This is an optimization exercise on Yosys and OpenROAD, whose aim is small area, a short achievable clock period and few clock cycles, not a production implementation.
Function was checked by simulation only, so behaviour that the tests miss may differ from the original.

<file path="flow/run.sh">
#!/bin/bash
# The standard flow's own layout (standard.sh), except that synthesis skips ORFS's adder
# step (Yosys extract_fa and the full/half-adder cell map): ABC then maps the
# arithmetic as plain logic and times it as a whole. Everything else, the
# registers included, is the standard synthesis and layout.
set -euo pipefail
here=$(pwd)

# ORFS's synth.tcl without the block from "Technology mapping of adders" up
# to "Technology mapping of latches"
sed '/^# Technology mapping of adders/,/^# Technology mapping of latches/{/^# Technology mapping of latches/!d}' \
  "$FLOW_HOME/scripts/synth.tcl" > "$here/synth_noadder.tcl"
grep -q '^# Technology mapping of latches' "$here/synth_noadder.tcl"
! grep -q 'extract_fa' "$here/synth_noadder.tcl"

# The standard flow's synthesis script, sourcing that instead of ORFS's synth.tcl
sed "s#source \$::env(SCRIPTS_DIR)/synth.tcl#source $here/synth_noadder.tcl#" \
  synth_recipe.tcl > "$here/synth_recipe_noadder.tcl"
grep -q 'synth_noadder.tcl' "$here/synth_recipe_noadder.tcl"

# standard.sh with that synthesis script
sed "s#SYNTH_SCRIPT=[^ ]*#SYNTH_SCRIPT=$here/synth_recipe_noadder.tcl#" standard.sh > "$here/standard_noadder.sh"
grep -q 'synth_recipe_noadder.tcl' "$here/standard_noadder.sh"

bash "$here/standard_noadder.sh" finish > "$here/orfs_make.log" 2>&1
</file>
<file path="standard.sh">
#!/bin/bash
# synth_recipe.tcl (not shown) runs the flow's synth.tcl, then flattens the netlist and writes it again
# the make line also repeats each setting of config.mk as NAME=value (left out here)
make -C /OpenROAD-flow-scripts/flow DESIGN_CONFIG=/design/flow/config.mk WORK_HOME=/design/flow/orfs CLKGATE_MAP_FILE= SYNTH_SCRIPT=/design/flow/synth_recipe.tcl "${@:-finish}"
</file>
<file path="config.mk">
export PLATFORM = sky130hd
export DESIGN_NAME = processor
export DESIGN_NICKNAME = processor
export VERILOG_FILES = /design/flow/design.v
export SDC_FILE = /design/flow/constraint.sdc
export NUM_CORES = 8
export LEC_CHECK = 0
export CAP_MARGIN = 20
export CORE_MARGIN = 2
export CORE_UTILIZATION = 50
export CTS_CLUSTER_DIAMETER = 110
export CTS_CLUSTER_SIZE = 26
export PLACE_DENSITY = 0.6
export SETUP_SLACK_MARGIN = 4
export SLEW_MARGIN = 20
</file>
<file path="constraint.sdc">
create_clock -name core_clock -period 12.5 [get_ports {clk}]
set_input_delay 2.5000 -clock core_clock [delete_from_list [all_inputs] [get_ports {clk}]]
set_output_delay 2.5000 -clock core_clock [all_outputs]
set_load 0.01 [all_outputs]
</file>
<file path="design.v">
module addk #(parameter W = 8) (input wire [W-1:0] x, input wire [W-1:0] y,
                                input wire ci, output wire [W-1:0] s);
  localparam integer NL = (W <= 1) ? 0 : (W <= 2) ? 1 : (W <= 4) ? 2 : (W <= 8) ? 3 : 4;
  wire [W-1:0] p = x ^ y;
  wire [W:0] P [0:NL];
  wire [W:0] V [0:NL];
  assign P[0] = {p, 1'b0};
  assign V[0] = {x, ci};
  genvar i, l;
  generate for (l = 0; l < NL; l = l + 1) begin: lv
    for (i = 0; i <= W; i = i + 1) begin: bt
      if (i >= (1 << l)) begin: m
        assign P[l+1][i] = P[l][i] & P[l][i - (1 << l)];
        assign V[l+1][i] = P[l][i] ? V[l][i - (1 << l)] : V[l][i];
      end else begin: k
        assign P[l+1][i] = P[l][i];
        assign V[l+1][i] = V[l][i];
      end
    end
  end endgenerate
  wire [W-1:0] c = V[NL][W-1:0];
  assign s = p ^ c;
endmodule
module add8c(input wire [7:0] x, input wire [7:0] y, input wire ci, output wire [7:0] s);
  addk #(8) a(.x(x), .y(y), .ci(ci), .s(s));
endmodule
module mul8(input wire [7:0] a, input wire [7:0] b, output wire [7:0] p);
  wire pp0_0 = a[0] & b[0];
  wire pp0_1 = a[1] & b[0];
  wire pp0_2 = a[2] & b[0];
  wire pp0_3 = a[3] & b[0];
  wire pp0_4 = a[4] & b[0];
  wire pp0_5 = a[5] & b[0];
  wire pp0_6 = a[6] & b[0];
  wire pp0_7 = a[7] & b[0];
  wire pp1_0 = a[0] & b[1];
  wire pp1_1 = a[1] & b[1];
  wire pp1_2 = a[2] & b[1];
  wire pp1_3 = a[3] & b[1];
  wire pp1_4 = a[4] & b[1];
  wire pp1_5 = a[5] & b[1];
  wire pp1_6 = a[6] & b[1];
  wire pp2_0 = a[0] & b[2];
  wire pp2_1 = a[1] & b[2];
  wire pp2_2 = a[2] & b[2];
  wire pp2_3 = a[3] & b[2];
  wire pp2_4 = a[4] & b[2];
  wire pp2_5 = a[5] & b[2];
  wire pp3_0 = a[0] & b[3];
  wire pp3_1 = a[1] & b[3];
  wire pp3_2 = a[2] & b[3];
  wire pp3_3 = a[3] & b[3];
  wire pp3_4 = a[4] & b[3];
  wire pp4_0 = a[0] & b[4];
  wire pp4_1 = a[1] & b[4];
  wire pp4_2 = a[2] & b[4];
  wire pp4_3 = a[3] & b[4];
  wire pp5_0 = a[0] & b[5];
  wire pp5_1 = a[1] & b[5];
  wire pp5_2 = a[2] & b[5];
  wire pp6_0 = a[0] & b[6];
  wire pp6_1 = a[1] & b[6];
  wire pp7_0 = a[0] & b[7];
  wire s1 = pp0_6 ^ pp1_5;
  wire c1 = s1 ? 1'b0 : pp0_6;
  wire h2 = pp0_7 ^ pp1_6;
  wire s2 = h2 ^ pp2_5;
  wire c2 = h2 ? pp2_5 : pp0_7;
  wire s3 = pp3_4 ^ pp4_3;
  wire c3 = s3 ? 1'b0 : pp3_4;
  wire s4 = pp0_4 ^ pp1_3;
  wire c4 = s4 ? 1'b0 : pp0_4;
  wire h5 = pp0_5 ^ pp1_4;
  wire s5 = h5 ^ pp2_3;
  wire c5 = h5 ? pp2_3 : pp0_5;
  wire s6 = pp3_2 ^ pp4_1;
  wire c6 = s6 ? 1'b0 : pp3_2;
  wire h7 = s1 ^ pp2_4;
  wire s7 = h7 ^ pp3_3;
  wire c7 = h7 ? pp3_3 : s1;
  wire h8 = pp4_2 ^ pp5_1;
  wire s8 = h8 ^ pp6_0;
  wire c8 = h8 ? pp6_0 : pp4_2;
  wire h9 = c1 ^ s2;
  wire s9 = h9 ^ s3;
  wire c9 = h9 ? s3 : c1;
  wire h10 = pp5_2 ^ pp6_1;
  wire s10 = h10 ^ pp7_0;
  wire c10 = h10 ? pp7_0 : pp5_2;
  wire s11 = pp0_3 ^ pp1_2;
  wire c11 = s11 ? 1'b0 : pp0_3;
  wire h12 = s4 ^ pp2_2;
  wire s12 = h12 ^ pp3_1;
  wire c12 = h12 ? pp3_1 : s4;
  wire h13 = c4 ^ s5;
  wire s13 = h13 ^ s6;
  wire c13 = h13 ? s6 : c4;
  wire h14 = c5 ^ c6;
  wire s14 = h14 ^ s7;
  wire c14 = h14 ? s7 : c5;
  wire h15 = c7 ^ c8;
  wire s15 = h15 ^ s9;
  wire c15 = h15 ? s9 : c7;
  wire s16 = pp0_2 ^ pp1_1;
  wire c16 = s16 ? 1'b0 : pp0_2;
  wire h17 = s11 ^ pp2_1;
  wire s17 = h17 ^ pp3_0;
  wire c17 = h17 ? pp3_0 : s11;
  wire h18 = c11 ^ s12;
  wire s18 = h18 ^ pp4_0;
  wire c18 = h18 ? pp4_0 : c11;
  wire h19 = c12 ^ s13;
  wire s19 = h19 ^ pp5_0;
  wire c19 = h19 ? pp5_0 : c12;
  wire h20 = c13 ^ s14;
  wire s20 = h20 ^ s8;
  wire c20 = h20 ? s8 : c13;
  wire h21 = c14 ^ s15;
  wire s21 = h21 ^ s10;
  wire c21 = h21 ? s10 : c14;
  wire [7:0] ra = {c20, c19, c18, c17, c16, s16, pp0_1, pp0_0};
  wire [7:0] rb = {s21, s20, s19, s18, s17, pp2_0, pp1_0, 1'b0};
  addk #(8) fin(.x(ra), .y(rb), .ci(1'b0), .s(p));
endmodule
module ge8(input wire [7:0] x, input wire [7:0] y, output wire ge);
  wire [7:0] eq = ~(x ^ y);
  wire [3:0] e1, g1;
  genvar i;
  generate for (i = 0; i < 4; i = i + 1) begin: l1
    assign e1[i] = eq[2*i+1] & eq[2*i];
    assign g1[i] = eq[2*i+1] ? x[2*i] : x[2*i+1];
  end endgenerate
  wire [1:0] e2, g2;
  generate for (i = 0; i < 2; i = i + 1) begin: l2
    assign e2[i] = e1[2*i+1] & e1[2*i];
    assign g2[i] = e1[2*i+1] ? g1[2*i] : g1[2*i+1];
  end endgenerate
  wire e3 = e2[1] & e2[0];
  wire g3 = e2[1] ? g2[0] : g2[1];
  assign ge = e3 | g3;
endmodule
module div8(input wire [7:0] a, input wire [7:0] d, output wire [7:0] q);
  wire [3:0] x1 = a[7:4];
  wire [7:0] ix = {x1, d[3:0]};
  localparam [255:0] TQ0 = 256'hff3f7f153f931f910fcf07cd03eb01e100f70075003b0019000f000500030001;
  localparam [255:0] TR0 = 256'h55d52a00d57d0a80f5750288fd5500a0ff5d0020ffd50008fff50000fffd0000;
  localparam [255:0] TQ1 = 256'h00f700f700750075003b003b00190019000f000f000500050003000300010001;
  localparam [255:0] TR1 = 256'h335199590ca00620f319f99100c00068ff31ff9100080000fff1fff900000000;
  localparam [255:0] TQ2 = 256'h000f000f000f000f000500050005000500030003000300030001000100010001;
  localparam [255:0] TR2 = 256'h0f018721c381e18100c0004000200000ff01ff81ffc1ffe10000000000000000;
  localparam [255:0] TQ3 = 256'h0003000300030003000300030003000300010001000100010001000100010001;
  localparam [255:0] TR3 = 256'h00018001c001e001f001f801fc01fe0100000000000000000000000000000000;
  wire [3:0] qh0 = {TQ3[ix], TQ2[ix], TQ1[ix], TQ0[ix]};
  wire [3:0] r10 = {TR3[ix], TR2[ix], TR1[ix], TR0[ix]};
  wire dhi = |d[7:4];
  wire [3:0] qh = dhi ? 4'd0 : qh0;
  wire [3:0] r1 = dhi ? x1 : r10;
  wire [8:0] m1 = {1'b0, d};
  wire [8:0] m2 = {d, 1'b0};
  wire [8:0] m4 = {d[6:0], 2'b0};
  wire [8:0] m8 = {d[5:0], 3'b0};
  wire [8:0] m3, m5, m7, m9, m11, m13, m15;
  addk #(9) a3 (.x({1'b0, d[6:0], 1'b0}), .y({2'b0, d[6:0]}), .ci(1'b0), .s(m3));
  addk #(9) a5 (.x({1'b0, d[5:0], 2'b0}), .y({3'b0, d[5:0]}), .ci(1'b0), .s(m5));
  addk #(9) a7 (.x({d[5:0], 3'b0}),  .y(~{3'b0, d[5:0]}), .ci(1'b1), .s(m7));
  addk #(9) a9 (.x({1'b0, d[4:0], 3'b0}), .y({4'b0, d[4:0]}), .ci(1'b0), .s(m9));
  addk #(9) a11(.x({1'b0, d[4:0], 3'b0}), .y({2'b0, m3[6:0]}), .ci(1'b0), .s(m11));
  addk #(9) a13(.x({1'b0, d[4:0], 3'b0}), .y({1'b0, m5[7:0]}), .ci(1'b0), .s(m13));
  addk #(9) a15(.x({d[4:0], 4'b0}),  .y(~{4'b0, d[4:0]}), .ci(1'b1), .s(m15));
  wire d7 = d[7];
  wire d6 = |d[7:6];
  wire d5 = |d[7:5];
  wire [15:1] ov;
  wire [7:0] mk [1:15];
  assign ov[1]  = m1[8];                 assign mk[1]  = m1[7:0];
  assign ov[2]  = m2[8];                 assign mk[2]  = m2[7:0];
  assign ov[3]  = d7 | m3[8];            assign mk[3]  = m3[7:0];
  assign ov[4]  = d6;                    assign mk[4]  = m4[7:0];
  assign ov[5]  = d6 | m5[8];            assign mk[5]  = m5[7:0];
  assign ov[6]  = d7 | m3[8] | m3[7];    assign mk[6]  = {m3[6:0], 1'b0};
  assign ov[7]  = d6 | m7[8];            assign mk[7]  = m7[7:0];
  assign ov[8]  = d5;                    assign mk[8]  = m8[7:0];
  assign ov[9]  = d5 | m9[8];            assign mk[9]  = m9[7:0];
  assign ov[10] = d6 | m5[8] | m5[7];    assign mk[10] = {m5[6:0], 1'b0};
  assign ov[11] = d5 | m11[8];           assign mk[11] = m11[7:0];
  assign ov[12] = d7 | |m3[8:6];         assign mk[12] = {m3[5:0], 2'b0};
  assign ov[13] = d5 | m13[8];           assign mk[13] = m13[7:0];
  assign ov[14] = d6 | m7[8] | m7[7];    assign mk[14] = {m7[6:0], 1'b0};
  assign ov[15] = d5 | m15[8];           assign mk[15] = m15[7:0];
  wire [7:0] x2 = {r1, a[3:0]};
  wire [15:1] t;
  genvar k;
  generate for (k = 1; k < 16; k = k + 1) begin: cmp
    wire ge;
    ge8 c(.x(x2), .y(mk[k]), .ge(ge));
    assign t[k] = ~ov[k] & ge;
  end endgenerate
  wire [3:0] ql;
  assign ql[3] = t[8];
  assign ql[2] = t[4] & ~t[8] | t[12];
  assign ql[1] = t[2] & ~t[4] | t[6] & ~t[8] | t[10] & ~t[12] | t[14];
  assign ql[0] = t[1] & ~t[2] | t[3] & ~t[4] | t[5] & ~t[6] | t[7] & ~t[8]
               | t[9] & ~t[10] | t[11] & ~t[12] | t[13] & ~t[14] | t[15];
  assign q = {qh, ql};
endmodule
module execute(
  input wire [7:0] ra, rb, rc, rd,
  input wire [23:0] w,               
  input wire [3:0] u1a, u1b,
  input wire [1:0] u1op,
  input wire [3:0] u2a, u2b,
  input wire u2sub, u2mul,
  input wire [3:0] u3a, u3b,
  input wire u3sub,
  input wire [3:0] ta, tb, tc, td, s0t, s1t, s2t, s3t,
  output wire [7:0] na, nb, nc, nd, s0d, s1d, s2d, s3d
);
  localparam [3:0] T_U1 = 4'd7, T_U2 = 4'd8, T_U3 = 4'd9;
  function [7:0] early;
    input [3:0] t;
    input [7:0] a, b, c, d;
    input [23:0] w;
    begin
      case (t[2:0])
        3'd0: early = a;
        3'd1: early = b;
        3'd2: early = c;
        3'd3: early = d;
        3'd4: early = w[7:0];
        3'd5: early = w[15:8];
        default: early = w[23:16];
      endcase
    end
  endfunction
  wire [7:0] x1a = early(u1a, ra, rb, rc, rd, w);
  wire [7:0] x1b = early(u1b, ra, rb, rc, rd, w);
  wire [7:0] dv = u1b[1] ? (u1b[0] ? rd : rc) : rb;
  wire [7:0] q;
  div8 divider(.a(ra), .d(dv), .q(q));
  wire       sub1 = (u1op == 2'd1);
  wire [7:0] as1, mu1;
  add8c add1(.x(x1a), .y(x1b ^ {8{sub1}}), .ci(sub1), .s(as1));
  mul8 mul1(.a(x1a), .b(x1b), .p(mu1));
  wire [7:0] u1m = u1op[1] ? mu1 : as1;
  wire [7:0] u1 = (u1op == 2'd3) ? q : u1m;
  wire [7:0] e2a = early(u2a, ra, rb, rc, rd, w);
  wire [7:0] e2b = early(u2b, ra, rb, rc, rd, w);
  wire [7:0] x2a = (u2a == T_U1) ? u1 : e2a;
  wire [7:0] x2b = (u2b == T_U1) ? u1 : e2b;
  wire [7:0] m2a = (u2a == T_U1) ? u1m : e2a;
  wire [7:0] m2b = (u2b == T_U1) ? u1m : e2b;
  wire [7:0] as2, mu2;
  add8c add2(.x(x2a), .y(x2b ^ {8{u2sub}}), .ci(u2sub), .s(as2));
  mul8 mul2(.a(m2a), .b(m2b), .p(mu2));
  wire [7:0] u2 = u2mul ? mu2 : as2;
  wire [7:0] x3a = (u3a == T_U2) ? u2 : (u3a == T_U1) ? u1 : early(u3a, ra, rb, rc, rd, w);
  wire [7:0] x3b = (u3b == T_U2) ? u2 : (u3b == T_U1) ? u1 : early(u3b, ra, rb, rc, rd, w);
  wire [7:0] u3;
  add8c add3(.x(x3a), .y(x3b ^ {8{u3sub}}), .ci(u3sub), .s(u3));
  function [7:0] pick;
    input [3:0] t;
    input [7:0] e, r1, r2, r3;
    begin
      pick = (t == T_U3) ? r3 : (t == T_U2) ? r2 : (t == T_U1) ? r1 : e;
    end
  endfunction
  assign na = pick(ta, early(ta, ra, rb, rc, rd, w), u1, u2, u3);
  assign nb = pick(tb, early(tb, ra, rb, rc, rd, w), u1, u2, u3);
  assign nc = pick(tc, early(tc, ra, rb, rc, rd, w), u1, u2, u3);
  assign nd = pick(td, early(td, ra, rb, rc, rd, w), u1, u2, u3);
  assign s0d = (s0t == T_U1) ? u1 : early(s0t, ra, rb, rc, rd, w);
  assign s1d = (s1t == T_U1) ? u1 : early(s1t, ra, rb, rc, rd, w);
  assign s2d = (s2t == T_U1) ? u1 : early(s2t, ra, rb, rc, rd, w);
  assign s3d = (s3t == T_U1) ? u1 : early(s3t, ra, rb, rc, rd, w);
endmodule
module membank(
  input wire clk,
  input wire we,
  input wire [4:0] wrow,
  input wire [7:0] wdata,
  input wire [31:0] rsel,
  input wire usel,             
  output wire [7:0] rdata,
  output wire [7:0] udata      
);
  reg [7:0] mem [0:31];
  always @(posedge clk)
    if (we)
      mem[wrow] <= wdata;
  reg [7:0] qt [0:3];
  integer i, j;
  always @* begin
    for (j = 0; j < 4; j = j + 1) begin
      qt[j] = 8'd0;
      for (i = 8 * j; i < 8 * j + 8; i = i + 1)
        qt[j] = qt[j] | ({8{rsel[i]}} & mem[i]);
    end
  end
  assign rdata = qt[0] | qt[1] | qt[2] | qt[3];
  assign udata = ({8{usel}} & qt[0]) | ({8{usel}} & qt[1]) | ({8{usel}} & qt[2]) | ({8{usel}} & qt[3]);
endmodule
module group_decoder(
  input wire [79:0] win_all,      
  input wire [4:0] row_lo,        
  input wire [4:0] row_hi,        
  input wire [10:1] endok,        
  output wire [10:1] len_oh,      
  output wire halt,
  output wire [3:0] u1a, u1b,     
  output wire [1:0] u1op,         
  output wire [3:0] u2a, u2b,     
  output wire u2sub, u2mul,
  output wire [3:0] u3a, u3b,     
  output wire u3sub,
  output wire [3:0] ta, tb, tc, td,  
  output wire [23:0] imm,         
  output wire s0v, s1v, s2v, s3v,  
  output wire [7:0] s0a, s1a, s2a, s3a,
  output wire [3:0] s0t, s1t, s2t, s3t
);
  localparam integer W = 10;      
  localparam integer K = 7;       
  localparam integer SPW = W + 3;  
  localparam [3:0] T_U1 = 4'd7, T_U2 = 4'd8, T_U3 = 4'd9;
  genvar j, r, k;
  wire [8*(W+1)-1:0] win = {8'd0, win_all};
  function [SPW-1:0] sp_next;
    input [SPW-1:0] cur;
    input [W:0] two;
    integer p;
    begin
      sp_next = {SPW{1'b0}};
      for (p = 0; p <= W; p = p + 1) begin
        sp_next[p+1] = sp_next[p+1] | (cur[p] & ~two[p]);
        sp_next[p+2] = sp_next[p+2] | (cur[p] & two[p]);
      end
    end
  endfunction
  function [7:0] byte_at;
    input [SPW-1:0] oh;
    input [8*(W+1)-1:0] v;
    input integer sh;
    integer p;
    begin
      byte_at = 8'd0;
      for (p = 0; p < W; p = p + 1)
        byte_at = byte_at | ({8{oh[p]}} & v[8*(p+sh) +: 8]);
    end
  endfunction
  function flag_at;
    input [SPW-1:0] oh;
    input [W-1:0] v;
    begin
      flag_at = |(oh[W-1:0] & v);
    end
  endfunction
  function [7:0] field8_at;
    input [SPW-1:0] oh;
    input [8*W-1:0] v;
    integer p;
    begin
      field8_at = 8'd0;
      for (p = 0; p < W; p = p + 1)
        field8_at = field8_at | ({8{oh[p]}} & v[8*p +: 8]);
    end
  endfunction
  function [3:0] cap4;
    input [K-1:0] oh;
    input [4*K-1:0] v;
    integer q;
    begin
      cap4 = 4'd0;
      for (q = 0; q < K; q = q + 1)
        cap4 = cap4 | ({4{oh[q]}} & v[4*q +: 4]);
    end
  endfunction
  function [7:0] cap8;
    input [K-1:0] oh;
    input [8*K-1:0] v;
    integer q;
    begin
      cap8 = 8'd0;
      for (q = 0; q < K; q = q + 1)
        cap8 = cap8 | ({8{oh[q]}} & v[8*q +: 8]);
    end
  endfunction
  wire [W:0] two;
  wire [W-1:0] smc_b;
  wire [8*W-1:0] bank_b;
  generate for (j = 0; j < W; j = j + 1) begin: pb
    wire [7:0] nb = win[8*(j+1) +: 8];
    assign two[j] = (win[8*j+3 +: 5] == 5'b00011);
    assign smc_b[j] = (nb[7:3] == row_lo) | (nb[7:3] == row_hi);
    assign bank_b[8*j +: 8] = 8'd1 << nb[2:0];
  end endgenerate
  assign two[W] = 1'b0;
  wire [(K+1)*SPW-1:0] sp;
  assign sp[0 +: SPW] = {{(SPW-1){1'b0}}, 1'b1};
  generate for (k = 0; k < K; k = k + 1) begin: spk
    assign sp[(k+1)*SPW +: SPW] = sp_next(sp[k*SPW +: SPW], two);
  end endgenerate
  wire [8*K-1:0] op, nx, sbank;
  wire [K-1:0] ssmc, fit;
  generate for (k = 0; k < K; k = k + 1) begin: sl
    wire [SPW-1:0] at = sp[k*SPW +: SPW];
    wire [SPW-1:0] after = sp[(k+1)*SPW +: SPW];
    assign op[8*k +: 8] = byte_at(at, win, 0);
    assign nx[8*k +: 8] = byte_at(at, win, 1);
    assign sbank[8*k +: 8] = field8_at(at, bank_b);
    assign ssmc[k] = flag_at(at, smc_b);
    assign fit[k] = |(after[W:1] & endok);
  end endgenerate
  wire [K-1:0] is_mov, is_alu, is_as, is_mul, is_mvi, is_st, is_halt, is_div;
  wire [4*K-1:0] wr;        
  wire [4*K-1:0] rd;        
  wire [2*K-1:0] aop;
  generate for (k = 0; k < K; k = k + 1) begin: dc
    wire [7:0] o = op[8*k +: 8];
    assign is_mov[k]  = (o <= 8'h0b);
    assign is_alu[k]  = (o >= 8'h0c) && (o <= 8'h17);
    assign is_as[k]   = (o >= 8'h0c) && (o <= 8'h11);
    assign is_mul[k]  = (o >= 8'h12) && (o <= 8'h14);
    assign is_div[k]  = (o >= 8'h15) && (o <= 8'h17);
    assign is_mvi[k]  = (o[7:2] == 6'b000110);
    assign is_st[k]   = (o[7:2] == 6'b000111);
    assign is_halt[k] = (o == 8'hff);
    reg [3:0] w, s;
    always @* begin
      w = 4'b0000; s = 4'b0000;
      if (o <= 8'h0b) begin
        case (o[3:0])
          4'h0: begin w = 4'b0001; s = 4'b0010; end
          4'h1: begin w = 4'b0001; s = 4'b0100; end
          4'h2: begin w = 4'b0001; s = 4'b1000; end
          4'h3: begin w = 4'b0010; s = 4'b0001; end
          4'h4: begin w = 4'b0010; s = 4'b0100; end
          4'h5: begin w = 4'b0010; s = 4'b1000; end
          4'h6: begin w = 4'b0100; s = 4'b0010; end
          4'h7: begin w = 4'b0100; s = 4'b0001; end
          4'h8: begin w = 4'b0100; s = 4'b1000; end
          4'h9: begin w = 4'b1000; s = 4'b0010; end
          4'ha: begin w = 4'b1000; s = 4'b0100; end
          default: begin w = 4'b1000; s = 4'b0001; end
        endcase
      end else if (o <= 8'h17) begin
        w = 4'b0001;
        case (o[4:0])
          5'h0c, 5'h0f, 5'h12, 5'h15: s = 4'b0010;
          5'h0d, 5'h10, 5'h13, 5'h16: s = 4'b0100;
          default: s = 4'b1000;
        endcase
      end else if (o[7:2] == 6'b000110) begin
        w = 4'b0001 << o[1:0];
      end else if (o[7:2] == 6'b000111) begin
        s = 4'b0001 << o[1:0];
      end
    end
    assign wr[4*k +: 4] = w;
    assign rd[4*k +: 4] = s;
    assign aop[2*k +: 2] = (o <= 8'h0e) ? 2'd0 : (o <= 8'h11) ? 2'd1 : (o <= 8'h14) ? 2'd2 : 2'd3;
  end endgenerate
  wire [K-1:0] alu_ge1, alu_ge2, alu_ge3, st_ge1, st_ge2, st_ge3, st_ge4, mvi_ge1, mvi_ge2, mvi_ge3, div_ge1;
  wire [4*K-1:0] wb4, w2;
  wire [8*K-1:0] sb4;
  assign alu_ge1[0] = 1'b0; assign alu_ge2[0] = 1'b0; assign alu_ge3[0] = 1'b0;
  assign st_ge1[0]  = 1'b0; assign st_ge2[0]  = 1'b0; assign st_ge3[0] = 1'b0; assign st_ge4[0] = 1'b0;
  assign mvi_ge1[0] = 1'b0; assign mvi_ge2[0] = 1'b0; assign mvi_ge3[0] = 1'b0;
  assign div_ge1[0] = 1'b0;
  assign wb4[3:0] = 4'b0000;
  assign w2[3:0] = 4'b0000;
  assign sb4[7:0] = 8'd0;
  generate for (k = 1; k < K; k = k + 1) begin: cnt
    assign alu_ge1[k] = alu_ge1[k-1] | is_alu[k-1];
    assign alu_ge2[k] = alu_ge2[k-1] | (alu_ge1[k-1] & is_alu[k-1]);
    assign alu_ge3[k] = alu_ge3[k-1] | (alu_ge2[k-1] & is_alu[k-1]);
    assign st_ge1[k]  = st_ge1[k-1] | is_st[k-1];
    assign st_ge2[k]  = st_ge2[k-1] | (st_ge1[k-1] & is_st[k-1]);
    assign st_ge3[k]  = st_ge3[k-1] | (st_ge2[k-1] & is_st[k-1]);
    assign st_ge4[k]  = st_ge4[k-1] | (st_ge3[k-1] & is_st[k-1]);
    assign mvi_ge1[k] = mvi_ge1[k-1] | is_mvi[k-1];
    assign mvi_ge2[k] = mvi_ge2[k-1] | (mvi_ge1[k-1] & is_mvi[k-1]);
    assign mvi_ge3[k] = mvi_ge3[k-1] | (mvi_ge2[k-1] & is_mvi[k-1]);
    assign div_ge1[k] = div_ge1[k-1] | (is_alu[k-1] & is_div[k-1]);
    assign wb4[4*k +: 4] = wb4[4*(k-1) +: 4] | wr[4*(k-1) +: 4];
    assign w2[4*k +: 4] = w2[4*(k-1) +: 4]
                        | ({4{alu_ge2[k-1] | (alu_ge1[k-1] & is_alu[k-1])}} & wr[4*(k-1) +: 4]);
    assign sb4[8*k +: 8] = sb4[8*(k-1) +: 8] | ({8{is_st[k-1]}} & sbank[8*(k-1) +: 8]);
  end endgenerate
  wire [K-1:0] first_alu  = is_alu & ~alu_ge1;
  wire [K-1:0] second_alu = is_alu & alu_ge1 & ~alu_ge2;
  wire [K-1:0] third_alu  = is_alu & alu_ge2 & ~alu_ge3;
  wire [K-1:0] first_st   = is_st & ~st_ge1;
  wire [K-1:0] second_st  = is_st & st_ge1 & ~st_ge2;
  wire [K-1:0] third_st   = is_st & st_ge2 & ~st_ge3;
  wire [K-1:0] fourth_st  = is_st & st_ge3 & ~st_ge4;
  wire [K-1:0] mvi0 = is_mvi & ~mvi_ge1;
  wire [K-1:0] mvi1 = is_mvi & mvi_ge1 & ~mvi_ge2;
  wire [K-1:0] mvi2 = is_mvi & mvi_ge2 & ~mvi_ge3;
  assign s0a = cap8(first_st, nx);
  assign s1a = cap8(second_st, nx);
  assign s2a = cap8(third_st, nx);
  assign s3a = cap8(fourth_st, nx);
  wire [K-1:0] cb, ca;
  generate for (k = 0; k < K; k = k + 1) begin: cut
    wire [3:0] wbk = wb4[4*k +: 4];
    wire [3:0] rdk = rd[4*k +: 4];
    wire div_late = is_div[k] & (wbk[0] | |(wbk & rdk));
    assign cb[k] = ~fit[k]
                 | (is_alu[k] & (alu_ge3[k] | (alu_ge2[k] & ~is_as[k]) | div_late
                                 | (alu_ge1[k] & (is_div[k] | (is_mul[k] & div_ge1[k])))))
                 | (is_st[k] & (st_ge4[k] | |(w2[4*k +: 4] & rdk)
                                | |(sbank[8*k +: 8] & sb4[8*k +: 8])))
                 | (is_mvi[k] & mvi_ge3[k]);
    assign ca[k] = is_halt[k] | (is_st[k] & ssmc[k]);
  end endgenerate
  wire [K:1] stop;
  generate for (k = 1; k <= K; k = k + 1) begin: sp1
    if (k < K) begin: m
      assign stop[k] = cb[k] | ca[k-1];
    end else begin: l
      assign stop[k] = 1'b1;
    end
  end endgenerate
  wire [K:1] prior;    
  assign prior[1] = 1'b0;
  generate for (k = 2; k <= K; k = k + 1) begin: pr
    assign prior[k] = prior[k-1] | stop[k-1];
  end endgenerate
  wire [K:1] n_oh = stop & ~prior;
  wire [K-1:0] inc;
  assign inc[0] = 1'b1;
  generate for (k = 1; k < K; k = k + 1) begin: ic
    assign inc[k] = ~prior[k+1 > K ? K : k+1] & ~stop[k];
  end endgenerate
  wire [10*K-1:0] ends;
  generate for (k = 1; k <= K; k = k + 1) begin: en
    assign ends[10*(k-1) +: 10] = sp[k*SPW+1 +: 10];
  end endgenerate
  function [10:1] sel_len;
    input [K:1] oh;
    input [10*K-1:0] v;
    integer q;
    begin
      sel_len = 10'd0;
      for (q = 1; q <= K; q = q + 1)
        sel_len = sel_len | ({10{oh[q]}} & v[10*(q-1) +: 10]);
    end
  endfunction
  assign len_oh = sel_len(n_oh, ends);
  wire [16*(K+1)-1:0] t;
  wire [4*K-1:0] srct;
  assign t[15:0] = {4'd3, 4'd2, 4'd1, 4'd0};
  generate for (k = 0; k < K; k = k + 1) begin: tg
    wire [15:0] tk = t[16*k +: 16];
    wire [3:0] rdk = rd[4*k +: 4];
    wire [3:0] wrk = wr[4*k +: 4];
    wire [3:0] sr = ({4{rdk[0]}} & tk[3:0]) | ({4{rdk[1]}} & tk[7:4])
                  | ({4{rdk[2]}} & tk[11:8]) | ({4{rdk[3]}} & tk[15:12]);
    assign srct[4*k +: 4] = sr;
    wire [3:0] cv = is_mvi[k] ? (mvi_ge2[k] ? 4'd6 : mvi_ge1[k] ? 4'd5 : 4'd4)
                              : (alu_ge2[k] ? T_U3 : alu_ge1[k] ? T_U2 : T_U1);
    for (r = 0; r < 4; r = r + 1) begin: rg
      wire w  = wrk[r];
      wire wm = w & is_mov[k];
      wire wc = w & ~is_mov[k];
      assign t[16*(k+1) + 4*r +: 4] = ({4{~w}} & tk[4*r +: 4]) | ({4{wm}} & sr) | ({4{wc}} & cv);
    end
  end endgenerate
  function [15:0] sel_t;
    input [K:1] oh;
    input [16*(K+1)-1:0] v;
    integer q;
    begin
      sel_t = 16'd0;
      for (q = 1; q <= K; q = q + 1)
        sel_t = sel_t | ({16{oh[q]}} & v[16*q +: 16]);
    end
  endfunction
  wire [15:0] tend = sel_t(n_oh, t);
  assign ta = tend[3:0];
  assign tb = tend[7:4];
  assign tc = tend[11:8];
  assign td = tend[15:12];
  wire [4*K-1:0] ta_k;
  generate for (k = 0; k < K; k = k + 1) begin: tak
    assign ta_k[4*k +: 4] = t[16*k +: 4];
  end endgenerate
  wire [K-1:0] op_sub, op_mul;
  generate for (k = 0; k < K; k = k + 1) begin: om
    assign op_sub[k] = (aop[2*k +: 2] == 2'd1);
    assign op_mul[k] = (aop[2*k +: 2] == 2'd2);
  end endgenerate
  function [1:0] cap2;
    input [K-1:0] oh;
    input [2*K-1:0] v;
    integer q;
    begin
      cap2 = 2'd0;
      for (q = 0; q < K; q = q + 1)
        cap2 = cap2 | ({2{oh[q]}} & v[2*q +: 2]);
    end
  endfunction
  assign u1a = cap4(first_alu, ta_k);
  assign u1b = cap4(first_alu, srct);
  assign u1op = cap2(first_alu, aop);
  assign u2a = cap4(second_alu, ta_k);
  assign u2b = cap4(second_alu, srct);
  assign u2sub = |(second_alu & op_sub);
  assign u2mul = |(second_alu & op_mul);
  assign u3a = cap4(third_alu, ta_k);
  assign u3b = cap4(third_alu, srct);
  assign u3sub = |(third_alu & op_sub);
  assign s0t = cap4(first_st, srct);
  assign s1t = cap4(second_st, srct);
  assign s2t = cap4(third_st, srct);
  assign s3t = cap4(fourth_st, srct);
  assign s0v = |(first_st & inc);
  assign s1v = |(second_st & inc);
  assign s2v = |(third_st & inc);
  assign s3v = |(fourth_st & inc);
  assign imm = {cap8(mvi2, nx), cap8(mvi1, nx), cap8(mvi0, nx)};
  assign halt = |(is_halt & inc);
endmodule
module processor(
  input wire clk, reset,
  input wire op,  
  input wire [7:0] in_data,
  input wire user_write_memory,
  input wire [7:0] user_address,
  output wire [7:0] out_data,  
  output wire done             
);
  reg [7:0] reg_a, reg_b, reg_c, reg_d;
  reg [7:0] pc;           
  reg [7:0] pc_start;     
  reg       running;      
  reg       g_ready;      
  reg       f_halted;     
  reg       done_r;
  reg [63:0] rb0, rb1;
  reg [7:0]  rv0, rv1;    
  reg        g_valid;
  reg        g_halt;
  reg [23:0] g_imm;       
  reg [3:0]  g_u1a, g_u1b;
  reg [1:0]  g_u1op;
  reg [3:0]  g_u2a, g_u2b;
  reg        g_u2sub, g_u2mul;
  reg [3:0]  g_u3a, g_u3b;
  reg        g_u3sub;
  reg [3:0]  g_ta, g_tb, g_tc, g_td;
  reg        g_s0v, g_s1v, g_s2v, g_s3v;
  reg [7:0]  g_s0a, g_s1a, g_s2a, g_s3a;
  reg [3:0]  g_s0t, g_s1t, g_s2t, g_s3t;
  wire [4:0] row0 = pc[7:3];
  wire [4:0] row1 = row0 + 5'd1;
  wire [4:0] row2 = row0 + 5'd2;
  wire sel1 = g_ready & ~running;       
  wire e_go = g_valid | (sel1 & op);
  wire [7:0] a_new, b_new, c_new, d_new, s0d, s1d, s2d, s3d;
  execute ex(
    .ra(reg_a), .rb(reg_b), .rc(reg_c), .rd(reg_d), .w(g_imm),
    .u1a(g_u1a), .u1b(g_u1b), .u1op(g_u1op),
    .u2a(g_u2a), .u2b(g_u2b), .u2sub(g_u2sub), .u2mul(g_u2mul),
    .u3a(g_u3a), .u3b(g_u3b), .u3sub(g_u3sub),
    .ta(g_ta), .tb(g_tb), .tc(g_tc), .td(g_td), .s0t(g_s0t), .s1t(g_s1t), .s2t(g_s2t), .s3t(g_s3t),
    .na(a_new), .nb(b_new), .nc(c_new), .nd(d_new), .s0d(s0d), .s1d(s1d), .s2d(s2d), .s3d(s3d)
  );
  wire all0 = &rv0;
  wire all1 = &rv1;
  wire [4:0] frow = ~all0 ? row0 : ~all1 ? row1 : row2;
  wire [4:0] rrow = op ? frow : user_address[7:3];
  wire [31:0] rsel = 32'd1 << rrow;
  wire [7:0] cw0 = {8{e_go & g_s0v}} & (8'd1 << g_s0a[2:0]);
  wire [7:0] cw1 = {8{e_go & g_s1v}} & (8'd1 << g_s1a[2:0]);
  wire [7:0] cw2 = {8{e_go & g_s2v}} & (8'd1 << g_s2a[2:0]);
  wire [7:0] cw3 = {8{e_go & g_s3v}} & (8'd1 << g_s3a[2:0]);
  wire [7:0] uwb = {8{~op & user_write_memory}} & (8'd1 << user_address[2:0]);
  wire [63:0] bank_row;
  wire [63:0] bank_user;
  wire [7:0]  ubank = 8'd1 << user_address[2:0];
  genvar b;
  generate for (b = 0; b < 8; b = b + 1) begin: bk
    wire       we   = cw0[b] | cw1[b] | cw2[b] | cw3[b] | uwb[b];
    wire [4:0] wrow = cw0[b] ? g_s0a[7:3] : cw1[b] ? g_s1a[7:3] : cw2[b] ? g_s2a[7:3]
                    : cw3[b] ? g_s3a[7:3] : user_address[7:3];
    wire [7:0] wdat = cw0[b] ? s0d : cw1[b] ? s1d : cw2[b] ? s2d : cw3[b] ? s3d : in_data;
    membank m(.clk(clk), .we(we), .wrow(wrow), .wdata(wdat), .rsel(rsel),
              .usel(ubank[b]), .rdata(bank_row[8*b +: 8]), .udata(bank_user[8*b +: 8]));
  end endgenerate
  assign out_data = bank_user[7:0] | bank_user[15:8] | bank_user[23:16] | bank_user[31:24]
                  | bank_user[39:32] | bank_user[47:40] | bank_user[55:48] | bank_user[63:56];
  wire [2:0] pcl = pc[2:0];
  wire [143:0] rbuf = {16'd0, rb1, rb0};
  wire [79:0] win_all = rbuf[{pcl, 3'b000} +: 80];
  wire [10:1] endok;
  wire ahead = ~running & ~g_ready;
  genvar e;
  generate for (e = 1; e <= 10; e = e + 1) begin: eo
    assign endok[e] = ({1'b0, pcl} + e <= (ahead ? 4'd7 : 4'd15));
  end endgenerate
  wire [10:1] f_len_oh;
  wire [23:0] f_imm;
  wire       f_halt;
  wire [3:0] f_u1a, f_u1b, f_u2a, f_u2b;
  wire [1:0] f_u1op;
  wire       f_u2sub, f_u2mul;
  wire [3:0] f_u3a, f_u3b;
  wire       f_u3sub;
  wire [3:0] f_ta, f_tb, f_tc, f_td;
  wire       f_s0v, f_s1v, f_s2v, f_s3v;
  wire [7:0] f_s0a, f_s1a, f_s2a, f_s3a;
  wire [3:0] f_s0t, f_s1t, f_s2t, f_s3t;
  group_decoder dec(
    .win_all(win_all), .row_lo(row0), .row_hi(row1), .endok(endok),
    .len_oh(f_len_oh), .halt(f_halt), .imm(f_imm),
    .u1a(f_u1a), .u1b(f_u1b), .u1op(f_u1op),
    .u2a(f_u2a), .u2b(f_u2b), .u2sub(f_u2sub), .u2mul(f_u2mul),
    .u3a(f_u3a), .u3b(f_u3b), .u3sub(f_u3sub),
    .ta(f_ta), .tb(f_tb), .tc(f_tc), .td(f_td),
    .s0v(f_s0v), .s1v(f_s1v), .s2v(f_s2v), .s3v(f_s3v),
    .s0a(f_s0a), .s1a(f_s1a), .s2a(f_s2a), .s3a(f_s3a),
    .s0t(f_s0t), .s1t(f_s1t), .s2t(f_s2t), .s3t(f_s3t)
  );
  wire hz0 = g_s0v & ((g_s0a[7:3] == row0) | (g_s0a[7:3] == row1) | (g_s0a[7:3] == row2));
  wire hz1 = g_s1v & ((g_s1a[7:3] == row0) | (g_s1a[7:3] == row1) | (g_s1a[7:3] == row2));
  wire hz2 = g_s2v & ((g_s2a[7:3] == row0) | (g_s2a[7:3] == row1) | (g_s2a[7:3] == row2));
  wire hz3 = g_s3v & ((g_s3a[7:3] == row0) | (g_s3a[7:3] == row1) | (g_s3a[7:3] == row2));
  wire hz = e_go & (hz0 | hz1 | hz2 | hz3);
  wire f_run = op & ~f_halted & ~done_r & ~(sel1 & g_halt);
  wire f_go = f_run & all0 & all1 & ~hz;
  wire f_load = f_run & ~(all0 & all1) & ~hz;    
  reg [3:0] pcl_sum;
  integer k;
  always @* begin
    pcl_sum = 4'd0;
    for (k = 1; k <= 10; k = k + 1)
      pcl_sum = pcl_sum | ({4{f_len_oh[k]}} & ({1'b0, pcl} + k));
  end
  wire f_carry = pcl_sum[3];
  wire [7:0] snoop0 = {8{uwb != 8'd0 && user_address[7:3] == row0}} & uwb;
  wire [7:0] snoop1 = {8{uwb != 8'd0 && user_address[7:3] == row1}} & uwb;
  wire snoop01 = |(snoop0 | snoop1);
  wire [7:0] pc_next = {f_carry ? row1 : row0, pcl_sum[2:0]};
  always @(posedge clk, posedge reset)
    if (reset) begin
      reg_a <= 8'h55; reg_b <= 8'h11; reg_c <= 8'h11; reg_d <= 8'h11;
      pc <= 8'd0;
      running <= 1'b0; g_ready <= 1'b0;
      f_halted <= 1'b0; done_r <= 1'b0;
      g_valid <= 1'b0;
      rv0 <= 8'd0; rv1 <= 8'd0;
    end else begin
      running <= op;
      if (e_go) begin
        reg_a <= a_new; reg_b <= b_new; reg_c <= c_new; reg_d <= d_new;
      end
      g_valid <= f_go;
      if (!op) begin
        f_halted <= 1'b0;
        done_r <= 1'b0;
        if (!g_ready) begin
          if (all0 && all1 && !f_carry && !snoop01) begin
            g_ready <= 1'b1;
            pc_start <= pc;
            pc <= pc_next;
          end
        end else if (snoop01) begin
          g_ready <= 1'b0;
          pc <= pc_start;
        end
      end else begin
        g_ready <= 1'b0;
        if (f_go) pc <= pc_next;
        if ((f_go && f_halt) || (sel1 && g_halt)) f_halted <= 1'b1;
        if (e_go && g_halt) done_r <= 1'b1;
      end
      if (hz) begin
        rv0 <= 8'd0; rv1 <= 8'd0;
      end else if (f_go && f_carry) begin
        rv0 <= rv1; rv1 <= 8'hff;
      end else if (f_load) begin
        if (!all0) rv0 <= 8'hff;
        else rv1 <= 8'hff;
      end else begin
        rv0 <= rv0 | snoop0;
        rv1 <= rv1 | snoop1;
      end
    end
  genvar y;
  generate for (y = 0; y < 8; y = y + 1) begin: rbb
    always @(posedge clk) begin
      if (f_go && f_carry) begin
        rb0[8*y +: 8] <= rb1[8*y +: 8];
        rb1[8*y +: 8] <= bank_row[8*y +: 8];
      end else if (f_load) begin
        if (!all0) rb0[8*y +: 8] <= bank_row[8*y +: 8];
        else rb1[8*y +: 8] <= bank_row[8*y +: 8];
      end else begin
        if (snoop0[y]) rb0[8*y +: 8] <= in_data;
        if (snoop1[y]) rb1[8*y +: 8] <= in_data;
      end
    end
  end endgenerate
  always @(posedge clk)
    if (op || !g_ready) begin
    g_halt <= f_halt;
    g_imm <= f_imm;
    g_u1a <= f_u1a; g_u1b <= f_u1b; g_u1op <= f_u1op;
    g_u2a <= f_u2a; g_u2b <= f_u2b; g_u2sub <= f_u2sub; g_u2mul <= f_u2mul;
    g_u3a <= f_u3a; g_u3b <= f_u3b; g_u3sub <= f_u3sub;
    g_ta <= f_ta; g_tb <= f_tb; g_tc <= f_tc; g_td <= f_td;
    g_s0v <= f_s0v; g_s0a <= f_s0a; g_s0t <= f_s0t;
    g_s1v <= f_s1v; g_s1a <= f_s1a; g_s1t <= f_s1t;
    g_s2v <= f_s2v; g_s2a <= f_s2a; g_s2t <= f_s2t;
    g_s3v <= f_s3v; g_s3a <= f_s3a; g_s3t <= f_s3t;
    end
  assign done = done_r;
endmodule
</file>
==> results of run 1 <==
placed cells by master (no fill, tap or decap), types with 84 or more instances in the layout:
| cell | n |
|---|---|
| a211oi_1 | 192 |
| a21oi_1 | 782 |
| a221oi_1 | 252 |
| a22o_1 | 229 |
| a22oi_1 | 688 |
| a31oi_1 | 92 |
| buf_4 | 869 |
| clkbuf_16 | 114 |
| edfxtp_1 | 2304 |
| inv_1 | 127 |
| mux2_2 | 93 |
| mux2i_1 | 269 |
| mux4_2 | 111 |
| nand2_1 | 949 |
| nand2b_1 | 85 |
| nand3_1 | 269 |
| nand4_1 | 199 |
| nor2_1 | 1332 |
| nor2_2 | 102 |
| nor3_1 | 222 |
| o211ai_1 | 212 |
| o21ai_0 | 677 |
| o21ai_1 | 84 |
| o221ai_1 | 110 |
| o22ai_1 | 172 |
| xnor2_1 | 186 |
kinds of logic (layout without fill, tap and decap cells):
logic type / Yosys count / after routing / synth area share
simple gates: 3801 / 3806 / 0.130
fa+ha+maj: 32 / 32 / 0.00241
xor+xnor: 262 / 262 / 0.0188
compound gates: 4499 / 4509 / 0.234
other cells: 1 / 20 / 0.0000282
flops: 2365 / 2365 / 0.532
mux: 508 / 508 / 0.0498
buf+inv: 1096 / 1363 / 0.0325
what timing repair did:
| item | in CTS | in global routing |
|---|---|---|
| pin swaps | 155 | 80 |
| gates resized for setup | 577 | 324 |
| cloned | 28 | 11 |
| setup endpoints to repair | 1023 | 372 |
| buffers inserted | 241 | 96 |
per-layer routing:
metal / wire length, um / global-route usage
met1: 230000 / 0.611
met2: 275000 / 0.682
met3: 99600 / 0.146
met4: 66400 / 0.352
met5: 278 / 0.000176
metrics by stage:
stage	utilization	instances	hold slack, ps
floorplan	-	12565	420
global placement	0.529	15843	475
detailed placement	0.530	15854	480
CTS	0.561	16263	500
global route	0.572	16384	515
finish	0.572	16398	505
worst paths after layout:
kind | startpoint | cells after the start | endpoint
setup / recovery | user_address[5] | 14 | out_data[1]
hold / removal | rv1[5] | 1 | rv1[5]
setup reg to reg | pc[0] | 29 | g_s0t[0]
hold reg to reg | rv1[5] | 1 | rv1[5]
max in group asynchronous | reset | 3 | pc[2]
min in group asynchronous | reset | 2 | g_ready
layout make-up:
cell class / count / area [um2]
timing repair buffer: 1077 / 10100
tap: 3533 / 4420
fill: 22002 / 113000
clock inverter: 21 / 395
antenna: 18 / 45.0
inverter: 146 / 563
multi-input combinational: 9119 / 62400
sequential: 2365 / 70700
clock buffer: 119 / 2720
cell usage after synthesis (all sizes together), types with 176 or more instances:
master	number	area, um2
a221oi	339	3010
nand4	200	1260
a22oi	714	5370
nand3	283	1420
nand2	982	3690
nor3	247	1260
a22o	232	2030
o22ai	176	1110
a21oi	849	4280
o21ai	841	4210
mux2i	297	2990
o211ai	212	1590
a211oi	210	1580
edfxtp	2304	69200
xnor2	189	1660
buf	202	957
nor2	1483	5570
clkbuf	748	2810
flip-flops by register name, summed over array words and instances (netlist names), 8 cells and up:
| signal | flops |
|---|---|
| reg_a | 8 |
| reg_d | 8 |
| rv0 | 8 |
| reg_b | 8 |
| g_s3a | 8 |
| g_s2a | 8 |
| g_imm | 24 |
| pc | 8 |
| pc_start | 8 |
| rb1 | 64 |
| g_s1a | 8 |
| bk.m.mem | 2048 |
| rb0 | 64 |
| g_s0a | 8 |
| rv1 | 8 |
| reg_c | 8 |
==> results.sh, run 1 <==
export IMPL_die_area_mm2=0.270
export IMPL_vias_per_cell=7.68
export IMPL_yosysWarnings=8
export IMPL_cts_buffer_depth=3
export IMPL_ys_types=119
export IMPL_holdCritPathClass="flip-flop to flip-flop"
export IMPL_max_freq_mhz=116
export IMPL_area_growth_pct=13.9
export IMPL_yosysSeqAreaShare=0.532
export IMPL_htree_levels=3
export IMPL_holdBufCountCts=0
export IMPL_finalClockSkew_ps=98.8
export IMPL_required_ps=10000
export IMPL_cts_sinks=2365
export IMPL_grtUsageTotal=0.477
export IMPL_place_area_mm2=0.140
export IMPL_setup_viol=0
export IMPL_dieWidth_um=519
export IMPL_dpl_hpwl_mm=454
export IMPL_grt_ovfl_total=0
export IMPL_ys_ff_latch=2365
export IMPL_portBuffers=28
export IMPL_cpLargestDelayFamily="simple AND/OR/NAND/NOR gates"
export IMPL_fin_crit_sh=0.687
export IMPL_antenna_found_initial=32
export IMPL_cp_common_cell="buf_4"
export IMPL_synth_avg_cell_area_um2=10.6
export IMPL_cp_cell_sequence="buf_4, nor2_1, a21oi_2, nand2_8, buf_4, nor2_4, buf_12, a22o_1, a221oi_1, nand3_1, or4_4, mux4_2, mux2_4, buf_6"
export IMPL_setup_ws_ps=3910
export IMPL_rsz0062_at_grt="yes"
export IMPL_synth_ff_type="edfxtp_1"
export IMPL_drtIter0Drc=25343
export IMPL_endpoint_kind="output pin"
export IMPL_postSynthCellCount=12564
export IMPL_worstSetupStartpointType="input port"
export IMPL_netlist_area_mm2=0.133
export IMPL_rrSetupSlack_ps=4050
export IMPL_floorplan_initialDensity=0.502
export IMPL_final_cell_area_mm2=0.151
export IMPL_drv_slew=0
export IMPL_cts_root_buf="clkbuf_16"
export IMPL_synthArstFlopShare=0.0258
export IMPL_worstSetupPathType="input port to output pin"
export IMPL_grt_pass1_vias=113155
export IMPL_slowest_stage="or4_4"
export IMPL_numCtsBuffers=107
export IMPL_ios=29
export IMPL_min_period_ps=8590
export IMPL_slowest_delay_ps=640
export IMPL_dpl_worst_slack_ps=1520
export IMPL_tightest_slew_ps=1330
export IMPL_maxSlewHeadroom=0.101
export IMPL_drive_above_1_share=0.179
export IMPL_die_height_um=519
export IMPL_drc_errors=0
export IMPL_drt_pass1_iter_count=13
export IMPL_arrival_ps=6090
export IMPL_drt_wl_total_mm=672
export IMPL_path_clk_slew_ps=90
export IMPL_clk_latency_ps=860
export IMPL_antenna_left=0
export IMPL_grt_pass1_wl_mm=911
export IMPL_nNetsFinal=12836
export IMPL_coreArea_mm2=0.265
export IMPL_synth_edf_count=2304
export IMPL_num_rows=189
export IMPL_gp_congestion=1.10
export IMPL_cap_viol_max_count=0
export IMPL_status="finished clean"
export IMPL_wire_per_inst_um=41.0
export IMPL_hold_viol_final=0
export IMPL_cp_buffers_inverters=4
export IMPL_finalSetupTns_ps=0
export IMPL_cts_tree="done"
export IMPL_vias=125972
export IMPL_grt_max_degree=119
export IMPL_path_max_fanout=32
Testbench counts, summed over its fixed seeds: cycles 1,121.
==> inputs of run 2 (changes only) <==
==> flow/run.sh (replaced) <==
#!/bin/bash
set -euo pipefail
here=$(pwd)
flowdir=$(cd "$(dirname "$0")" && pwd)

# ORFS's synth.tcl without the block from "Technology mapping of adders" up
# to "Technology mapping of latches", and with ABC given our script
sed -e '/^# Technology mapping of adders/,/^# Technology mapping of latches/{/^# Technology mapping of latches/!d}' \
    -e "s#^  log_cmd abc {\*}\$abc_args#  log_cmd abc {*}[lreplace \$abc_args 1 1 $flowdir/abc_map.script]#" \
  "$FLOW_HOME/scripts/synth.tcl" > "$here/synth_noadder.tcl"
grep -q '^# Technology mapping of latches' "$here/synth_noadder.tcl"
! grep -q 'extract_fa' "$here/synth_noadder.tcl"
grep -q 'abc_map.script' "$here/synth_noadder.tcl"

# The standard flow's synthesis script, sourcing that instead of ORFS's synth.tcl
sed "s#source \$::env(SCRIPTS_DIR)/synth.tcl#source $here/synth_noadder.tcl#" \
  synth_recipe.tcl > "$here/synth_recipe_noadder.tcl"
grep -q 'synth_noadder.tcl' "$here/synth_recipe_noadder.tcl"

# standard.sh with that synthesis script
sed "s#SYNTH_SCRIPT=[^ ]*#SYNTH_SCRIPT=$here/synth_recipe_noadder.tcl#" standard.sh > "$here/standard_noadder.sh"
grep -q 'synth_recipe_noadder.tcl' "$here/standard_noadder.sh"

bash "$here/standard_noadder.sh" finish > "$here/orfs_make.log" 2>&1
==> flow/abc_map.script (new file) <==
&get -n
&st
&dch
&nf
&st
&syn2
&if -g -K 6
&synch2
&nf
&st
&syn2
&if -g -K 6
&synch2
&nf
&put
buffer -c
topo
stime -c
upsize -c
dnsize -c
==> run 2 against run 1 <==
  * Routed wire length is 3.3% lower
  * Cell count is 2.5% lower
  * Cell area is 1.8% lower
  * Still clean on timing, DRC and antenna
==> results.sh, run 2 <==
export IMPL_ys_top_cells_by_area="edfxtp_1 53%, nor2_1 4.1%, a22oi_1 4.1%"
export IMPL_final_cell_mix="2304 x edfxtp_1, 1278 x nor2_1, 950 x nand2_1"
export IMPL_grt_pass1_vias=110104
export IMPL_cts_sinks=2365
export IMPL_netlist_area_mm2=0.131
export IMPL_largest_register="bk.m.mem"
export IMPL_dpl_hpwl_mm=437
export IMPL_drc_errors=0
export IMPL_path_clk_slew_ps=100
export IMPL_cts_root_buf="clkbuf_16"
export IMPL_finalClockSkew_ps=102
export IMPL_worstSetupStartpoint="op"
export IMPL_worstSetupStartpointType="input port"
export IMPL_rsz0062_at_grt="yes"
export IMPL_grtUsageTotal=0.469
export IMPL_synth_ff_type="edfxtp_1"
export IMPL_path_max_fanout=18
export IMPL_nNetsFinal=12451
export IMPL_dieWidth_um=516
export IMPL_rrSetupSlack_ps=4030
export IMPL_drt_wl_total_mm=650
export IMPL_whs_ps=507
export IMPL_vias_per_cell=7.64
export IMPL_htree_levels=3
export IMPL_die_height_um=516
export IMPL_coreArea_mm2=0.262
export IMPL_stdcell_count=15989
export IMPL_fin_crit_sh=0.687
export IMPL_grt_max_degree=129
export IMPL_wire_per_inst_um=40.6
export IMPL_min_period_ps=8580
export IMPL_synth_most_common_cell="edfxtp_1"
export IMPL_status="finished clean"
export IMPL_portBuffers=28
export IMPL_ios=29
export IMPL_drt_pass1_iter_count=12
export IMPL_timing_rr_start="pc[0]"
export IMPL_antenna_left=0
export IMPL_synth_top_cell_by_area="edfxtp_1"
export IMPL_cp_cell_sequence="buf_12, nor2_2, a21oi_2, nand2_4, buf_4, buf_12, nor2_4, bufbuf_16, a22oi_1, nand4_1, or3_1, a22oi_1, o211ai_1, buf_2"
export IMPL_required_ps=10000
export IMPL_gp_congestion=1.07
export IMPL_multi_input_area_mm2=0.0604
export IMPL_final_common_cell="edfxtp_1"
export IMPL_nFillCells=22037
export IMPL_yosysSeqAreaShare=0.539
export IMPL_endpoint_kind="output pin"
export IMPL_max_freq_mhz=116
export IMPL_antenna_found_initial=26
export IMPL_cap_viol_max_count=0
export IMPL_finalSetupTns_ps=0
export IMPL_synth_avg_cell_area_um2=10.8
export IMPL_tightest_slew_ps=1370
export IMPL_slowest_stage="bufbuf_16"
export IMPL_grt_ovfl_total=0
export IMPL_drive_above_1_share=0.178
export IMPL_clk_latency_ps=900
export IMPL_arrival_ps=6080
export IMPL_drv_slew=0
export IMPL_ys_ff_latch=2365
export IMPL_hold_start="rv0[4]"
export IMPL_grt_pass1_wl_mm=879
export IMPL_postSynthCellCount=12186
export IMPL_ys_types=131
export IMPL_cts_tree="done"
export IMPL_yosysWarnings=8
export IMPL_largest_register_ff_count=2048
export IMPL_synthArstFlopShare=0.0258
export IMPL_worstSetupPathType="input port to output pin"
export IMPL_reg_top3="bk.m.mem (2048), rb0 (64), rb1 (64)"
export IMPL_ys_top_cells_by_count="2304 x edfxtp_1, 1438 x nor2_1, 975 x nand2_1, 775 x a21oi_1, 710 x a22oi_1"
export IMPL_final_seq_area_mm2=0.0707
export IMPL_cts_buffer_depth=3
export IMPL_area_growth_pct=13.3
export IMPL_floorplan_initialDensity=0.501
export IMPL_slowest_delay_ps=470
export IMPL_num_rows=188
export IMPL_setup_viol=0
export IMPL_die_area_mm2=0.266
export IMPL_synth_edf_count=2304
export IMPL_holdBufCountCts=0
export IMPL_dpl_cell_count=15398
export IMPL_drtIter0Drc=22307
export IMPL_numCtsBuffers=105
export IMPL_yosysTopAreaCellShare=0.528
export IMPL_maxSlewHeadroom=0.0789
export IMPL_vias=122101
export IMPL_holdCritPathClass="flip-flop to flip-flop"
export IMPL_hold_viol_final=0
-- run 2: per-layer routing --
metal	GRT usage	part of all wire	vias up
li1	-	-	48683
met2	0.694	0.42	11271
met4	0.364	0.099	22
met3	0.125	0.14	2779
met5	0	0.00028	-
met1	0.586	0.34	59346
-- run 2: area by class of cell --
| type | instances | share of cell area |
|---|---|---|
| diodes | 19 | 0.000320 |
| clock buffers | 112 | 0.0179 |
| clock inverters | 19 | 0.00247 |
| inverters | 97 | 0.00254 |
| multi-input cells | 8816 | 0.407 |
| flip-flops and latches | 2365 | 0.476 |
| well taps | 3515 | 0.0296 |
| repair buffers | 1046 | 0.0645 |
-- run 2: logic make-up after synthesis --
| family | count (synthesis) | share of synthesized area |
|---|---|---|
| compound gates | 4298 | 0.231 |
| xor+xnor | 272 | 0.0193 |
| fa+ha+maj | 36 | 0.00276 |
| buf+inv | 1028 | 0.0324 |
| flops | 2365 | 0.539 |
| mux | 440 | 0.0450 |
| other cells | 1 | 0.0000286 |
| simple gates | 3746 | 0.131 |
-- run 2: through the flow --
stage                     utilization  worst slack (ps)  instance area [um2]
after floorplan                     -              4780               131000
after global placement          0.525               994               137000
after detailed placement        0.526              1160               138000
after CTS                       0.557              3950               146000
after global routing            0.568              3920               149000
final                           0.568              3920               149000
-- run 2: path summary, 6_finish.rpt --
kind / end / cells past startpoint
min in group asynchronous: reg_a[7] / 3
hold reg to reg: rv0[4] / 1
max in group asynchronous: pc[0] / 4
setup reg to reg: g_s3t[1] / 34
hold / removal: rv0[4] / 1
setup / recovery: out_data[5] / 14
-- run 2: critical path: cells and delay by family --
| kind | cells | cell delay [ps] |
|---|---|---|
| AOI/OAI and AO/OA | 4 | 1200 |
| buffers and inverters | 5 | 1180 |
| and+or+nand+nor | 5 | 1100 |
-- run 2: repair_timing --
item | in CTS | in global routing
buffers inserted | 230 | 159
pin swaps | 148 | 109
gates resized for setup | 548 | 270
gates cloned | 27 | 10
endpoints found under the setup margin | 612 | 362
==> inputs of run 3 (changes only) <==
==> flow/abc_map.script (replaced) <==
&get -n
&st
&dch
&nf
&st
&syn2
&if -g -K 6
&synch2
&nf
&put
buffer -c
topo
stime -c
upsize -c
dnsize -c
==> run 3 against run 2 <==
  * Global-route usage up 0.30 points
  * Fmax down 1.5%
  * Flip-flop and latch count unchanged
  * Non-clock buffer count down 53
  * Critical endpoint is now out_data[6]
  * Highest routed layer unchanged
  * Critical path depth up 1
  * Routed wire length about the same
  * Synthesized cell count down 3.2%
  * Register-to-register slack worse by 70 ps
==> results.sh, run 3 <==
export IMPL_grt_max_degree=116
export IMPL_synth_ff_type="edfxtp_1"
export IMPL_ys_types=141
export IMPL_floorplan_initialDensity=0.503
export IMPL_cp_cell_sequence="buf_16, buf_12, nor2_4, a21oi_4, nand3b_1, buf_4, nor2_4, buf_8, a22o_1, a221oi_2, nand3_1, or4_4, a22oi_2, nand4_1, buf_2"
export IMPL_num_rows=186
export IMPL_status="finished clean"
export IMPL_ys_top_cells_by_count="2304 x edfxtp_1, 1305 x nor2_1, 958 x nand2_1, 785 x a22oi_1, 670 x a21oi_1"
export IMPL_synthArstFlopShare=0.0258
export IMPL_grt_pass1_vias=108775
export IMPL_numCtsBuffers=106
export IMPL_path_max_fanout=32
export IMPL_dpl_hpwl_mm=435
export IMPL_postSynthCellCount=11792
export IMPL_cts_buffer_depth=3
export IMPL_rsz0062_at_grt="yes"
export IMPL_path_clk_slew_ps=100
export IMPL_cap_viol_max_count=0
export IMPL_antenna_found_initial=29
export IMPL_worst_r2r_cell_count=28
export IMPL_ys_ff_latch=2365
export IMPL_cts_tree="done"
export IMPL_vias=120230
export IMPL_die_height_um=513
export IMPL_setup_viol=0
export IMPL_drt_wl_total_mm=650
export IMPL_final_cell_area_mm2=0.147
export IMPL_vias_per_cell=7.78
export IMPL_worstSetupPathType="input port to output pin"
export IMPL_hold_viol_final=0
export IMPL_slowest_stage="or4_4"
export IMPL_holdCritPathClass="flip-flop to flip-flop"
export IMPL_drc_errors=0
export IMPL_wire_per_inst_um=42.0
export IMPL_slowest_delay_ps=610
export IMPL_fin_crit_sh=0.697
export IMPL_drt_pass1_iter_count=14
export IMPL_final_cell_mix="2304 x edfxtp_1, 1174 x nor2_1, 922 x nand2_1"
export IMPL_final_common_cell="edfxtp_1"
export IMPL_timing_rr_start="pc[0]"
export IMPL_drv_slew=0
export IMPL_portBuffers=28
export IMPL_clk_latency_ps=880
export IMPL_grt_pass1_wl_mm=875
export IMPL_rrSetupSlack_ps=3960
export IMPL_required_ps=10000
export IMPL_arrival_ps=6210
export IMPL_nFillCells=21166
export IMPL_htree_levels=3
export IMPL_maxSlewHeadroom=0.131
export IMPL_dieWidth_um=513
export IMPL_min_period_ps=8710
export IMPL_ys_top_cells_by_area="edfxtp_1 53%, a22oi_1 4.6%, nor2_1 3.8%"
export IMPL_largest_register_ff_count=2048
export IMPL_finalSetupTns_ps=0
export IMPL_die_area_mm2=0.263
export IMPL_synth_most_common_cell="edfxtp_1"
export IMPL_antenna_left=0
export IMPL_holdBufCountCts=0
export IMPL_yosysSeqAreaShare=0.546
export IMPL_tightest_slew_ps=1300
export IMPL_hold_end="rv1[4]"
export IMPL_worstSetupStartpointType="input port"
export IMPL_netlist_area_mm2=0.129
export IMPL_endpoint_kind="output pin"
export IMPL_reg_top3="bk.m.mem (2048), rb0 (64), rb1 (64)"
export IMPL_coreArea_mm2=0.257
export IMPL_max_freq_mhz=115
export IMPL_grtUsageTotal=0.473
export IMPL_largest_register="bk.m.mem"
export IMPL_place_area_mm2=0.135
export IMPL_hold_start="rv1[4]"
export IMPL_grt_ovfl_total=0
export IMPL_gp_congestion=1.11
export IMPL_yosysWarnings=8
export IMPL_yosysTopAreaCellShare=0.534
export IMPL_cts_sinks=2365
export IMPL_nNetsFinal=12044
export IMPL_cp_common_cell="nor2_4"
export IMPL_synth_edf_count=2304
export IMPL_holdPathStages=1
export IMPL_reg2reg_to="g_tc[1]"
export IMPL_drive_above_1_share=0.187
export IMPL_ios=29
export IMPL_area_growth_pct=13.9
export IMPL_synth_top_cell_by_area="edfxtp_1"
export IMPL_drtIter0Drc=23191
export IMPL_synth_avg_cell_area_um2=11.0
export IMPL_cts_root_buf="clkbuf_16"
export IMPL_finalClockSkew_ps=131
==> run 3: changes by cell type after synthesis, moves of 52 or more <==
| cell | delta |
|---|---|
| a21oi_1 | -105 |
| nor2_1 | -133 |
| nand3_1 | -79 |
| a22oi_1 | +75 |
| mux2i_1 | -65 |
| nand4_1 | +52 |
==> run 3: repair_timing <==
item,4_1_cts,5_1_grt
setup endpoints to repair,385,425
gates cloned,31,24
setup buffers,243,127
pin swaps,171,119
gates resized for setup,605,364
==> run 3: worst max-delay path by stage <==
stage,start,endpoint,cells after the start
2_1_floorplan,pc[0],pc_start[0],28
3_3_place_gp,pc[1],g_tc[2],26
3_5_place_dp,pc[1],g_tc[2],26
4_1_cts,pc[0],rb1[36],32
5_1_grt,op,out_data[6],15
6_report,op,out_data[6],15
==> run 3: stage by stage <==
stage	hold WS [ps]	setup slack [ps]	utilization	std cells
after CTS	507	3930	0.560	15276
after floorplan	420	4760	-	11793
after detailed placement	481	1110	0.527	14864
final	501	3790	0.573	15460
after global routing	519	3860	0.573	15445
after global placement	475	1080	0.526	14858
==> run 3: critical path, delay by kind of cell <==
family | cells | cell delay [ps]
simple gates | 6 | 1580
buf+inv | 5 | 1070
compound gates | 4 | 970
==> run 3: metal layers <==
layer,vias up,share of wire,wire [um],global-route usage
li1,47451,-,-,-
met3,3011,0.15,95200,0.141
met1,58281,0.33,216000,0.586
met4,20,0.11,68700,0.386
met2,11467,0.42,270000,0.682
met5,-,0.00032,211,0.00365
==> run 3: area by class of cell <==
| cell class | count | area [um2] | share of cell area |
|---|---|---|---|
| inverter | 107 | 410 | 0.00278 |
| tap | 3384 | 4230 | 0.0287 |
| sequential | 2365 | 70800 | 0.480 |
| clock inverter | 19 | 365 | 0.00248 |
| clock buffer | 119 | 2700 | 0.0183 |
| timing repair buffer | 993 | 9490 | 0.0644 |
| antenna | 22 | 55.1 | 0.000373 |
| multi-input combinational | 8451 | 59400 | 0.403 |
==> run 3: logic make-up (layout without fill, tap and decap cells) <==
family / after synthesis / after routing / synth area share
AO/OA/AOI/OAI: 4203 / 4222 / 0.234
flip-flops: 2365 / 2365 / 0.546
multiplexers: 344 / 344 / 0.0375
buffers and inverters: 1007 / 1238 / 0.0323
AND/OR/NAND/NOR: 3557 / 3568 / 0.127
XOR/XNOR: 276 / 276 / 0.0200
adder cells (fa/ha/maj): 39 / 39 / 0.00302
other: 1 / 24 / 0.0000290

-- static timing again, ports no longer ideal --
Ports are ideal in the flow. The routed layouts listed here were re-timed in OpenROAD. Step 1 sets driving cells, clkbuf_16 on the clock port and buf_2 on the other inputs (assumed; they add their load-dependent delay and slew). Step 2 times the ports against the registers' clock, not the clock port: input delays grow and output delays shrink by t, the midpoint of the rising clock arrivals with the driver on. Three values: ideal, step 1, step 2; two values: the first two.
run | t (ns) | slack for setup (ns) | cell pins on the clock port's net
run 1 | 0.902 | 3.911 / 3.631 / 3.631 | 1
run 2 | 0.936 | 3.916 / 3.774 / 3.774 | 1
run 3 | 0.917 | 3.785 / 3.607 / 3.607 | 1
After both steps setup and hold are still met in every run listed. For run 1, which loses most, drivers alone change the setup slack by -0.280 ns; drivers and shift together by -0.280 ns.
